Background: an optimization exercise with open tools, aiming at small area. Do not read the settings as production practice. RTL that was checked went through simulation tests only; none was proved equivalent to the original. No activity file was given, so power comes from the tool's default toggle rates.

==> run a: inputs <==
==> flow/design.v (excerpt) <==
module top_level (
    clk, rst, seed,
    action, state, next_state, step_o, phase, episode_o, q_cur, q_next
);
    input clk, rst;
    input [11:0] seed;
    output [1:0] action;
    output [3:0] state;
    output [3:0] next_state;
    output [3:0] step_o;
    output [3:0] phase;
    output [11:0] episode_o;
    output [63:0] q_cur;
    output [63:0] q_next;
    integer r, p, i;
    function [15:0] w2init;           
        input integer row, col;
        begin
            case (row)
            0: case (col)
                0: w2init = 16'b0000000110101011;
                1: w2init = 16'b0000001000100111;
                2: w2init = 16'b0000000010001111;
                3: w2init = 16'b0000000000101000;
                default: w2init = 16'b0000001010111111;
               endcase
            1: w2init = 16'b0000000101001101;
            2: w2init = 16'b0000000100101010;
            3: w2init = 16'b0000000110001001;
            4: w2init = 16'b0000000100000110;
            5: w2init = 16'b0000000100100100;
            6: w2init = 16'b0000000110000011;
            7: w2init = 16'b0000000110101000;
            default: w2init = 16'b0000000100010010;
            endcase
        end
    endfunction
    function [15:0] w3init;           
        input integer out, col;
        begin
            case (out*5+col)
            0:  w3init = 16'b0000000111001010;
            1:  w3init = 16'b0000001110100010;
            2:  w3init = 16'b0000000100101100;
            3:  w3init = 16'b0000000100100110;
            4:  w3init = 16'b0000000010000101;
            5:  w3init = 16'b0000000000010100;
            6:  w3init = 16'b0000001010110111;
            7:  w3init = 16'b0000000011011101;
            8:  w3init = 16'b0000000100100110;
            9:  w3init = 16'b0000000010110101;
            10: w3init = 16'b0000000000010110;
            11: w3init = 16'b0000001110000100;
            12: w3init = 16'b0000000101100100;
            13: w3init = 16'b0000000001011010;
            14: w3init = 16'b0000000100110110;
            15: w3init = 16'b0000000010100011;
  ...
export LEC_CHECK = 0
export CAP_MARGIN = 20
export CORE_MARGIN = 2
export CORE_UTILIZATION = 70
export CTS_BUF_LIST = sky130_fd_sc_hd__clkbuf_8
export CTS_CLUSTER_DIAMETER = 80
export CTS_CLUSTER_SIZE = 15
export PLACE_DENSITY = 0.8
export SLEW_MARGIN = 20
export SYNTH_HIERARCHICAL = 1
export SYNTH_MINIMUM_KEEP_SIZE = 0
create_clock -name core_clock -period 20.0 [get_ports {clk}]
standard.sh (not shown) runs the stock make flow with config.mk's settings and CLKGATE_MAP_FILE= SYNTH_SCRIPT=/design/flow/synth_recipe.tcl, a recipe that flattens the netlist after the stock synthesis.
==> flow/flow/run.sh <==
#!/bin/bash
set -euo pipefail
export BUFFER_PORTS_ARGS="-buffer_cell sky130_fd_sc_hd__buf_1"
export CTS_ARGS="-sink_clustering_enable -repair_clock_nets -dont_use_dummy_load -buf_list sky130_fd_sc_hd__clkbuf_8 -sink_clustering_size 15 -sink_clustering_max_diameter 80"
bash standard.sh > standard.log 2>&1
==> run b (differences from run a) <==
--- a/flow/design.v
+++ b/flow/design.v
@@ -3709,13 +3709,13 @@
         acr <= acd;
     end
     wire qsel = (ctrl == 4'd5);
     wire [15:0] zA = qsel ? acc2[25:10] : acc0[25:10];
     wire [15:0] zB = qsel ? acc3[25:10] : acc1[25:10];
     assign aA = actf(s2 ? z2 : zA);
-    actf_ripple u_actB (.z(zB), .a(aB));    
+    assign aB = actf(zB);
     wire b3upd = (ctrl == 4'd6);
     wire q0 = (step == 4'd0);
     always @(posedge clk) begin
         if (rst) begin
             b3h0 <= 11'h7FF; b3h1 <= 11'h7FF; b3h2 <= 11'h7FF; b3h3 <= 11'h7FF;
             qn0 <= 12'd0; qn1 <= 12'd0; qn2 <= 12'd0; qn3 <= 12'd0;
@@ -3755,29 +3755,6 @@
     generate for (i = 1; i < 12; i = i + 1) begin : g_bw
         maj_cell u (.a(an[i]), .b(b[i]), .c(bw[i]), .y(bw[i+1]));
     end endgenerate
     assign bw[0] = 1'b0;
     assign lt = bw[12];
 endmodule
-module actf_ripple (input [15:0] z, output [11:0] a);
-    wire neg = z[15];
-    wire satp = ~neg & (z > 16'd5120);
-    wire satn = neg & (z < 16'hEC00);
-    wire segc = neg ? ((z > 16'hEC00) & (z < 16'hF680)) : ((z > 16'd2432) & (z < 16'd5120));
-    wire segb = neg ? ((z > 16'hF680) & (z < 16'hFC00)) : ((z > 16'd1024) & (z < 16'd2432));
-    wire [11:0] sh = segc ? {{4{z[15]}}, z[12:5]} : (segb ? {{2{z[15]}}, z[12:3]} : z[13:2]);
-    wire [11:0] k = segc ? (neg ? 12'd160 : 12'd864) : (segb ? (neg ? 12'd384 : 12'd640) : 12'd512);
-    wire lz = segc ? (z[4:0] == 5'd0) : (segb ? (z[2:0] == 3'd0) : (z[1:0] == 2'd0));
-    wire cin = neg & ~lz;
-    wire [12:0] c;
-    wire [11:0] s;
-    assign c[0] = cin;
-    genvar i;
-    generate for (i = 0; i < 12; i = i + 1) begin : g
-        if (i < 5) begin : h
-            ha_cell u (.a(sh[i]), .b(c[i]), .s(s[i]), .co(c[i+1]));
-        end else begin : f
-            fa_cell u (.a(sh[i]), .b(k[i]), .c(c[i]), .s(s[i]), .co(c[i+1]));
-        end
-    end endgenerate
-    assign a = satp ? 12'd1024 : (satn ? 12'd0 : s);
-endmodule
==> summary of the runs <==
In design area, run a and run b hardly differ. Of run b and run a, run a has the higher wire length (gap 0.29%, measured against run a). Sequential power is about the same in run a and run b. Die area: run a is lower than run b (0.25%). Against run b, the worst hold slack of run a is lower by 12 ps. Against run a, the area after synthesis of run b is higher by about 0.25%. Between run b and run a, the lower clock skew is in run b (gap 33 ps). Of run b and run a, run b has the higher fmax (gap 6.2%, measured against run a). Cell count: run a is higher than run b (0.26%). Between run b and run a, the lower clock-buffer cell count is in run b (gap 4). In clock power, run a and run b hardly differ.
==> figures <==
	run a	run b
Number of non-clock inverters in the layout	328	325
Biggest fanout along the worst timing path	24	25
Average cell area after synthesis	10.4 um^2	10.4 um^2
Post-route setup slack	1650 ps	2730 ps
Outcome	timing/DRC/antenna clean	timing/DRC/antenna clean
Post-synthesis cell count	7695	7688
Synth top area share	34.0%	33.7%
Crit path required time	20670 ps	20640 ps
Power spent charging and discharging nets	4.30 mW	4.04 mW
Post-route clock skew	165 ps	132 ps
Area occupied by multi-input gates	0.0524 mm^2	0.0526 mm^2
Post-detailed-placement half-perimeter wirelength	163000 um	163000 um
Clock latency of the later-clocked register in the worst-skew pair	850 ps	820 ps
Leakage power total	26.5 nW	26.4 nW
Seq/Total Area, Yosys	30.3%	30.2%
Number of DRC markers after the initial detailed-route iteration	5626	5964
Slowest stage delay, CP	730 ps	660 ps
Critical Path Slowest Stage Cell	sky130_fd_sc_hd__nor2_1	sky130_fd_sc_hd__xor2_1
CP Data Arrival Time	19020 ps	17920 ps
Relative area change from synthesis to final layout	3.66%	3.45%
Die extent in y	342 um	343 um
Worst slew margin relative to its limit	24.1%	24.1%
Fraction of area in registers	29.2%	29.2%

========
==> build 63 <==
top_level, a different RTL version from the one above (not shown whole).
==> flow/config.mk <==
export PLATFORM = sky130hd
export DESIGN_NAME = top_level
export DESIGN_NICKNAME = top_level
export VERILOG_FILES = /design/flow/design.v
export SDC_FILE = /design/flow/constraint.sdc
export NUM_CORES = 8
export LEC_CHECK = 0
export CAP_MARGIN = 20
export CORE_MARGIN = 2
export CORE_UTILIZATION = 65
export CTS_BUF_LIST = sky130_fd_sc_hd__clkbuf_8
export CTS_CLUSTER_DIAMETER = 80
export CTS_CLUSTER_SIZE = 15
export PLACE_DENSITY = 0.75
export SLEW_MARGIN = 20
export SYNTH_HIERARCHICAL = 1
export SYNTH_MINIMUM_KEEP_SIZE = 0
==> flow/constraint.sdc <==
create_clock -name core_clock -period 20.0 [get_ports {clk}]
set_input_delay 4.0000 -clock core_clock [delete_from_list [all_inputs] [get_ports {clk}]]
set_output_delay 4.0000 -clock core_clock [all_outputs]
set_load 0.01 [all_outputs]
Scripts as last shown in full above: flow/flow/run.sh
==> trial 83: changes against build 63 <==
Settings changed: CORE_UTILIZATION 65 to 70, GPL_TIMING_DRIVEN from default to 0, PLACE_DENSITY 0.75 to 0.8.
==> notes <==
Register-to-register slack: trial 83 is lower than build 63 (770 ps).
Synthesized area is the same in build 63 and trial 83.
Final cell count: trial 83 is larger than build 63 (about 2%).
Core utilization: trial 83 is higher than build 63 (6.2 points).
In trial 83 the sequential share of layout area is lower than in build 63, by 0.31 points.
Against trial 83, the sequential power of build 63 is lower by about 2%.
Between trial 83 and build 63, the lower maximum frequency is in trial 83 (gap about 4%, measured against build 63).
In build 63 the worst setup slack is better than in trial 83, by 770 ps.
==> figures <==
Outcome: trial 83 complete, no violations; build 63 complete, no violations
Total wire length: trial 83 260700 um; build 63 223500 um
Fraction of power consumed by sequential logic: trial 83 25.9%; build 63 26.8%
FF-to-FF setup slack: trial 83 780 ps; build 63 1550 ps
Std-Cell Core Area: trial 83 118100 um2; build 63 127500 um2
Worst hold endpoint: trial 83 w3r[17]$_DFF_P_; build 63 w2r[285]$_DFF_P_
Share of cell area taken by multi-input logic gates: trial 83 61.74%; build 63 62.24%
Worst reg2reg path depth: trial 83 90; build 63 87
Combinational power share: trial 83 63.8%; build 63 62.1%
Clock network latency to the later pin of the worst-skew pair: trial 83 850 ps; build 63 880 ps
Clock group power: trial 83 1.21 mW; build 63 1.23 mW
Ant. Diodes: trial 83 8; build 63 2
Final clock-cell share: trial 83 1.521%; build 63 1.569%
Post-route clock skew: trial 83 158.3 ps; build 63 161.3 ps
Post-layout min period: trial 83 19220 ps; build 63 18450 ps
Non-CTS buffers: trial 83 646; build 63 332
Stages on the worst setup path: trial 83 90; build 63 87

========
==> run D: inputs <==
Another version of the RTL of top_level (not shown whole).
Settings: LEC_CHECK=0, CAP_MARGIN=5, CORE_MARGIN=2, CORE_UTILIZATION=50, CTS_BUF_LIST=sky130_fd_sc_hd__clkbuf_8, CTS_CLUSTER_DIAMETER=80, CTS_CLUSTER_SIZE=15, PLACE_DENSITY=0.6, SLEW_MARGIN=5, SYNTH_HIERARCHICAL=1, SYNTH_MINIMUM_KEEP_SIZE=0; clock period 20.0 ns.
==> flow/flow/run.sh <==
#!/bin/bash
set -euo pipefail
export BUFFER_PORTS_ARGS="-buffer_cell sky130_fd_sc_hd__buf_1"
export CTS_ARGS="-sink_clustering_enable -repair_clock_nets -dont_use_dummy_load -buf_list sky130_fd_sc_hd__clkbuf_16 -sink_clustering_size 30 -sink_clustering_max_diameter 80"
bash standard.sh > standard.log 2>&1
==> run M: changes against run D <==
==> flow/flow/run.sh (replaced) <==
#!/bin/bash
set -euo pipefail
export BUFFER_PORTS_ARGS="-buffer_cell sky130_fd_sc_hd__buf_1"
export CTS_ARGS="-sink_clustering_enable -repair_clock_nets -dont_use_dummy_load -buf_list sky130_fd_sc_hd__clkbuf_8 -sink_clustering_size 20 -sink_clustering_max_diameter 60"
bash standard.sh > standard.log 2>&1
==> run Z: changes against run D <==
--- a/flow/design.v
+++ b/flow/design.v
@@ -3359,16 +3359,21 @@
     end
     reg [11:0] lf;
     always @(posedge clk) begin
         if (rst) lf <= seed;
         else lf <= lfsr_sh(lf);
     end
     reg [11:0] qc0, qc1, qc2, qc3, qn0, qn1, qn2, qn3;
-    reg signed [11:0] mxr, qt;
-    reg [1:0] ixr, qact;
+    wire signed [11:0] sc0 = qc0, sc1 = qc1, sc2 = qc2, sc3 = qc3;
+    wire ge01 = (sc0 >= sc1), ge23 = (sc2 >= sc3);
+    wire signed [11:0] cm1 = ge01 ? sc0 : sc1;
+    wire signed [11:0] cm2 = ge23 ? sc2 : sc3;
+    wire gew = (cm1 >= cm2);
+    wire signed [11:0] qt = gew ? cm1 : cm2;
+    wire [1:0] qact = gew ? {1'b0, ~ge01} : {1'b1, ~ge23};
     wire [1:0] act = (ep < lf) ? qact : lf[1:0];
     reg [1:0] gi, gj;
     wire [3:0] ijn = gmove(gi, gj, act, step);
     assign st1 = ij2st(ijn);
     wire [3:0] st = ij2st({gi, gj});
     always @(posedge clk) begin
         if (rst) begin
@@ -3378,20 +3383,17 @@
             gi <= ijn[3:2];
             gj <= ijn[1:0];
         end
     end
     reg [11:0] pq0, pq1;
     wire [11:0] aA, aB;
     wire signed [11:0] sn0 = pq0, sn1 = pq1, sn2 = aA, sn3 = aB;
-    wire nge01 = (sn0 >= sn1), nge23 = (sn2 >= sn3);
-    wire signed [11:0] nm1 = nge01 ? sn0 : sn1;
-    wire signed [11:0] nm2 = nge23 ? sn2 : sn3;
-    wire ngew = (nm1 >= nm2);
-    wire signed [11:0] qmx = ngew ? nm1 : nm2;
-    wire [1:0] qmi = ngew ? {1'b0, ~nge01} : {1'b1, ~nge23};
+    wire signed [11:0] nm1 = (sn0 > sn1) ? sn0 : sn1;
+    wire signed [11:0] nm2 = (sn2 > sn3) ? sn2 : sn3;
+    wire signed [11:0] qmx = (nm1 > nm2) ? nm1 : nm2;
     reg signed [4:0] dl0, dl1, dl2, dl3;
     wire [11:0] lf7 = lfsr_sh(lfsr_sh(lf));
     wire [1:0] act7 = (ep < lf7) ? qact : lf7[1:0];
     wire [3:0] st1_7 = ij2st(gmove(gi, gj, act7, step));
     wire rneg = (st1_7 == 4'd5) || (st1_7 == 4'd7) || (st1_7 == 4'd8);
     wire rpos = (st1_7 == 4'd9);
     wire pen = (st1_7 == st) || (step == 4'd15);
@@ -3606,32 +3608,27 @@
         pq1 <= aB;
     end
     always @(posedge clk) begin
         if (rst) begin
             b3h0 <= 11'h7FF; b3h1 <= 11'h7FF; b3h2 <= 11'h7FF; b3h3 <= 11'h7FF;
             qn0 <= 12'd0; qn1 <= 12'd0; qn2 <= 12'd0; qn3 <= 12'd0;
             qc0 <= 12'd0; qc1 <= 12'd0; qc2 <= 12'd0; qc3 <= 12'd0;
-            mxr <= 12'sd0; ixr <= 2'd0; qt <= 12'sd0; qact <= 2'd0;
         end else begin
             b3h0 <= b3h0 - {10'd0, dl0[4] & b3upd};
             b3h1 <= b3h1 - {10'd0, dl1[4] & b3upd};
             b3h2 <= b3h2 - {10'd0, dl2[4] & b3upd};
             b3h3 <= b3h3 - {10'd0, dl3[4] & b3upd};
             if (ctrl == 4'd5) begin
                 qn0 <= pq0;
                 qn1 <= pq1;
                 qn2 <= aA;
                 qn3 <= aB;
-                mxr <= qmx;
-                ixr <= qmi;
             end
             if ((ctrl == 4'd1) && (step != 4'd0)) begin
                 qc0 <= qn0; qc1 <= qn1; qc2 <= qn2; qc3 <= qn3;
-                qt <= mxr;
-                qact <= ixr;
             end
         end
     end
     assign action = act;
     assign state = st;
     assign next_state = st1;
     assign step_o = step;
==> flow/flow/run.sh (replaced) <==
#!/bin/bash
set -euo pipefail
export BUFFER_PORTS_ARGS="-buffer_cell sky130_fd_sc_hd__buf_1"
export CTS_ARGS="-sink_clustering_enable -repair_clock_nets -dont_use_dummy_load -buf_list sky130_fd_sc_hd__clkbuf_8 -sink_clustering_size 15 -sink_clustering_max_diameter 80"
bash standard.sh > standard.log 2>&1
==> comparison <==
Area after synthesis is about the same in run M and run Z.
The lowest via count belongs to run M, the highest to run Z.
The highest design area belongs to run D, the lowest to run M.
In run M the critical path depth is higher than in run Z, by 8.
Run Z finished clean. Run D went through all stages and came out clean. Run M went through all stages and came out clean.
Against run Z, the global-route usage of run M is lower by 0.68 points.
Sequential share of layout area: run D is higher than run Z (0.51 points).
The RTL of run D and run M was laid out without a check of its function.

========
==> v27: inputs <==
top_level with an RTL version that a note above also has.
// top_level
module top_level (
    clk, rst, seed,
    action, state, next_state, step_o, phase, episode_o, q_cur, q_next
);
    input clk, rst;
    input [11:0] seed;
    output [1:0] action;
    output [3:0] state;
    output [3:0] next_state;
    output [3:0] step_o;
    output [3:0] phase;
    output [11:0] episode_o;
    output [63:0] q_cur;
    output [63:0] q_next;
    integer r, p, i;
    function [15:0] w2init;           
        input integer row, col;
        begin
            case (row)
            0: case (col)
                0: w2init = 16'b0000000110101011;
                1: w2init = 16'b0000001000100111;
                2: w2init = 16'b0000000010001111;
                3: w2init = 16'b0000000000101000;
                default: w2init = 16'b0000001010111111;
               endcase
            1: w2init = 16'b0000000101001101;
            2: w2init = 16'b0000000100101010;
  ...
export LEC_CHECK = 0
export CAP_MARGIN = 20
export CORE_MARGIN = 2
export CORE_UTILIZATION = 50
export CTS_BUF_LIST = sky130_fd_sc_hd__clkbuf_8
export CTS_CLUSTER_DIAMETER = 80
export CTS_CLUSTER_SIZE = 15
export PLACE_DENSITY = 0.6
export SLEW_MARGIN = 20
export SYNTH_HIERARCHICAL = 1
export SYNTH_MINIMUM_KEEP_SIZE = 0
create_clock -name core_clock -period 20.0 [get_ports {clk}]
run.sh (not shown) runs the stock make flow with config.mk's settings and CLKGATE_MAP_FILE= SYNTH_SCRIPT=/design/flow/synth_recipe.tcl, a recipe that flattens the netlist after the stock synthesis.
Stock flow here: none of the scripts above is used.
==> v33 (differences from v27) <==
--- a/flow/design.v
+++ b/flow/design.v
@@ -3360,19 +3360,14 @@
     reg [11:0] lf;
     always @(posedge clk) begin
         if (rst) lf <= seed;
         else lf <= lfsr_sh(lf);
     end
     reg [11:0] qc0, qc1, qc2, qc3, qn0, qn1, qn2, qn3;
-    wire signed [11:0] sc0 = qc0, sc1 = qc1, sc2 = qc2, sc3 = qc3;
-    wire ge01 = (sc0 >= sc1), ge23 = (sc2 >= sc3);
-    wire signed [11:0] cm1 = ge01 ? sc0 : sc1;
-    wire signed [11:0] cm2 = ge23 ? sc2 : sc3;
-    wire gew = (cm1 >= cm2);
-    wire signed [11:0] qt = gew ? cm1 : cm2;
-    wire [1:0] qact = gew ? {1'b0, ~ge01} : {1'b1, ~ge23};
+    reg signed [11:0] mxr, qt;
+    reg [1:0] ixr, qact;
     wire [1:0] act = (ep < lf) ? qact : lf[1:0];
     reg [1:0] gi, gj;
     wire [3:0] ijn = gmove(gi, gj, act, step);
     assign st1 = ij2st(ijn);
     wire [3:0] st = ij2st({gi, gj});
     always @(posedge clk) begin
@@ -3384,15 +3379,18 @@
             gj <= ijn[1:0];
         end
     end
     reg [11:0] pq0, pq1;
     wire [11:0] aA, aB;
     wire signed [11:0] sn0 = pq0, sn1 = pq1, sn2 = aA, sn3 = aB;
-    wire signed [11:0] nm1 = (sn0 > sn1) ? sn0 : sn1;
-    wire signed [11:0] nm2 = (sn2 > sn3) ? sn2 : sn3;
-    wire signed [11:0] qmx = (nm1 > nm2) ? nm1 : nm2;
+    wire nge01 = (sn0 >= sn1), nge23 = (sn2 >= sn3);
+    wire signed [11:0] nm1 = nge01 ? sn0 : sn1;
+    wire signed [11:0] nm2 = nge23 ? sn2 : sn3;
+    wire ngew = (nm1 >= nm2);
+    wire signed [11:0] qmx = ngew ? nm1 : nm2;
+    wire [1:0] qmi = ngew ? {1'b0, ~nge01} : {1'b1, ~nge23};
     reg signed [4:0] dl0, dl1, dl2, dl3;
     wire [11:0] lf7 = lfsr_sh(lfsr_sh(lf));
     wire [1:0] act7 = (ep < lf7) ? qact : lf7[1:0];
     wire [3:0] st1_7 = ij2st(gmove(gi, gj, act7, step));
     wire rneg = (st1_7 == 4'd5) || (st1_7 == 4'd7) || (st1_7 == 4'd8);
     wire rpos = (st1_7 == 4'd9);
@@ -3609,25 +3607,30 @@
     end
     always @(posedge clk) begin
         if (rst) begin
             b3h0 <= 11'h7FF; b3h1 <= 11'h7FF; b3h2 <= 11'h7FF; b3h3 <= 11'h7FF;
             qn0 <= 12'd0; qn1 <= 12'd0; qn2 <= 12'd0; qn3 <= 12'd0;
             qc0 <= 12'd0; qc1 <= 12'd0; qc2 <= 12'd0; qc3 <= 12'd0;
+            mxr <= 12'sd0; ixr <= 2'd0; qt <= 12'sd0; qact <= 2'd0;
         end else begin
             b3h0 <= b3h0 - {10'd0, dl0[4] & b3upd};
             b3h1 <= b3h1 - {10'd0, dl1[4] & b3upd};
             b3h2 <= b3h2 - {10'd0, dl2[4] & b3upd};
             b3h3 <= b3h3 - {10'd0, dl3[4] & b3upd};
             if (ctrl == 4'd5) begin
                 qn0 <= pq0;
                 qn1 <= pq1;
                 qn2 <= aA;
                 qn3 <= aB;
+                mxr <= qmx;
+                ixr <= qmi;
             end
             if ((ctrl == 4'd1) && (step != 4'd0)) begin
                 qc0 <= qn0; qc1 <= qn1; qc2 <= qn2; qc3 <= qn3;
+                qt <= mxr;
+                qact <= ixr;
             end
         end
     end
     assign action = act;
     assign state = st;
     assign next_state = st1;
==> flow/flow/run.sh (new file) <==
#!/bin/bash
set -euo pipefail
export BUFFER_PORTS_ARGS="-buffer_cell sky130_fd_sc_hd__buf_1"
export CTS_ARGS="-sink_clustering_enable -repair_clock_nets -dont_use_dummy_load -buf_list sky130_fd_sc_hd__clkbuf_8 -sink_clustering_size 15 -sink_clustering_max_diameter 80"
bash standard.sh > standard.log 2>&1
==> flow/standard.sh (new file) <==
#!/bin/bash
# synth_recipe.tcl (not shown) runs the flow's synth.tcl, then flattens the netlist and writes it again
# the make line also repeats each setting of config.mk as NAME=value (left out here)
make -C /OpenROAD-flow-scripts/flow DESIGN_CONFIG=/design/flow/config.mk WORK_HOME=/design/flow/orfs CLKGATE_MAP_FILE= SYNTH_SCRIPT=/design/flow/synth_recipe.tcl "${@:-finish}"
==> flow/config.mk (replaced) <==
export PLATFORM = sky130hd
export DESIGN_NAME = top_level
export DESIGN_NICKNAME = top_level
export VERILOG_FILES = /design/flow/design.v
export SDC_FILE = /design/flow/constraint.sdc
export NUM_CORES = 8
export LEC_CHECK = 0
export CAP_MARGIN = 5
export CORE_MARGIN = 2
export CORE_UTILIZATION = 50
export CTS_BUF_LIST = sky130_fd_sc_hd__clkbuf_8
export CTS_CLUSTER_DIAMETER = 80
export CTS_CLUSTER_SIZE = 15
export PLACE_DENSITY = 0.6
export SLEW_MARGIN = 5
export SYNTH_HIERARCHICAL = 1
export SYNTH_MINIMUM_KEEP_SIZE = 0
removed: flow/run.sh
==> comparison table <==
metric                                                                        v27             v33
Result of the run                                                  finished clean  finished clean
Number of global-route vias before repair                                   66.4k           65.4k
Logic pwr share                                                             57.0%           56.3%
Wire length on met2                                                     117000 um       113000 um
Sequential cell area share                                                  26.5%           27.5%
Post-route insts no fill                                                    11.4k           11.3k
Routability cong.                                                           0.937           0.925
Comb group                                                                5.31 mW         5.06 mW
Number of antenna violations at the first check in global routing               4               5
Met1 usage                                                                  40.4%           39.3%
Area grow syn2layout                                                        6.22%           4.53%
Worst-case hold slack                                                    0.301 ns        0.311 ns
Largest net degree at the start of global routing                             146             163
Origin of the worst setup path                                          st_old[0]       st_old[3]
Filler Cell Count                                                           15.9k           16.0k
NonClk Buf Share                                                            3.23%           2.02%
Met3 wire len                                                            16500 um        14300 um
Detailed-route wire length per cell                                       22.2 um         21.6 um
Synthesized netlist cell count                                               9093            9019
Total of flip-flops plus latches after synthesis                             1224            1252
Die Outline Area                                                       0.178 mm^2      0.178 mm^2
Met1 Routed Length                                                      112000 um       109000 um
Met2 GRT Util                                                               45.8%           44.7%
Power consumed by sequential cells                                        2.61 mW         2.66 mW
Overall die height                                                         422 um          421 um
Only the layout flow was run in v33; the RTL was not checked for function there.

-- afterwards: timing with drivers on the ports --
In the flow no input, the clock included, has a driving cell. The finished layouts below were timed again as built, in two steps. Step 1 (the two cells are an assumption about what drives the block):
set clk [get_ports {clk}]
set_driving_cell -lib_cell sky130_fd_sc_hd__clkbuf_16 $clk
set_driving_cell -lib_cell sky130_fd_sc_hd__buf_2 [delete_from_list [all_inputs] $clk]
Step 2 times the ports against the registers' clock, not the clock port: input delays grow and output delays shrink by t, the midpoint of the rising clock arrivals with the driver on. Slacks: no drivers / after step 1 / after step 2; pairs: no drivers / after step 1.
run | t (ns) | setup slack, ns | latest minus earliest clock arrival (ns)
run a | 0.843 | 1.652 / 1.652 / 1.652 | 0.175 / 0.174
run b | 0.826 | 2.726 / 2.726 / 2.726 | 0.152 / 0.153
build 63 | 0.873 | 1.547 / 1.547 / 1.547 | 0.161 / 0.161
trial 83 | 0.834 | 0.782 / 0.782 / 0.782 | 0.186 / 0.185
run D | 0.774 | 1.387 / 1.387 / 1.387 | 0.114 / 0.114
run M | 0.915 | 1.429 / 1.429 / 1.429 | 0.158 / 0.158
run Z | 0.927 | 1.540 / 1.540 / 1.540 | 0.175 / 0.175
v27 | 0.952 | 1.370 / 1.370 / 1.370 | 0.094 / 0.094
v33 | 0.909 | 1.532 / 1.532 / 1.532 | 0.130 / 0.130
After both steps setup and hold are still met in every run listed.
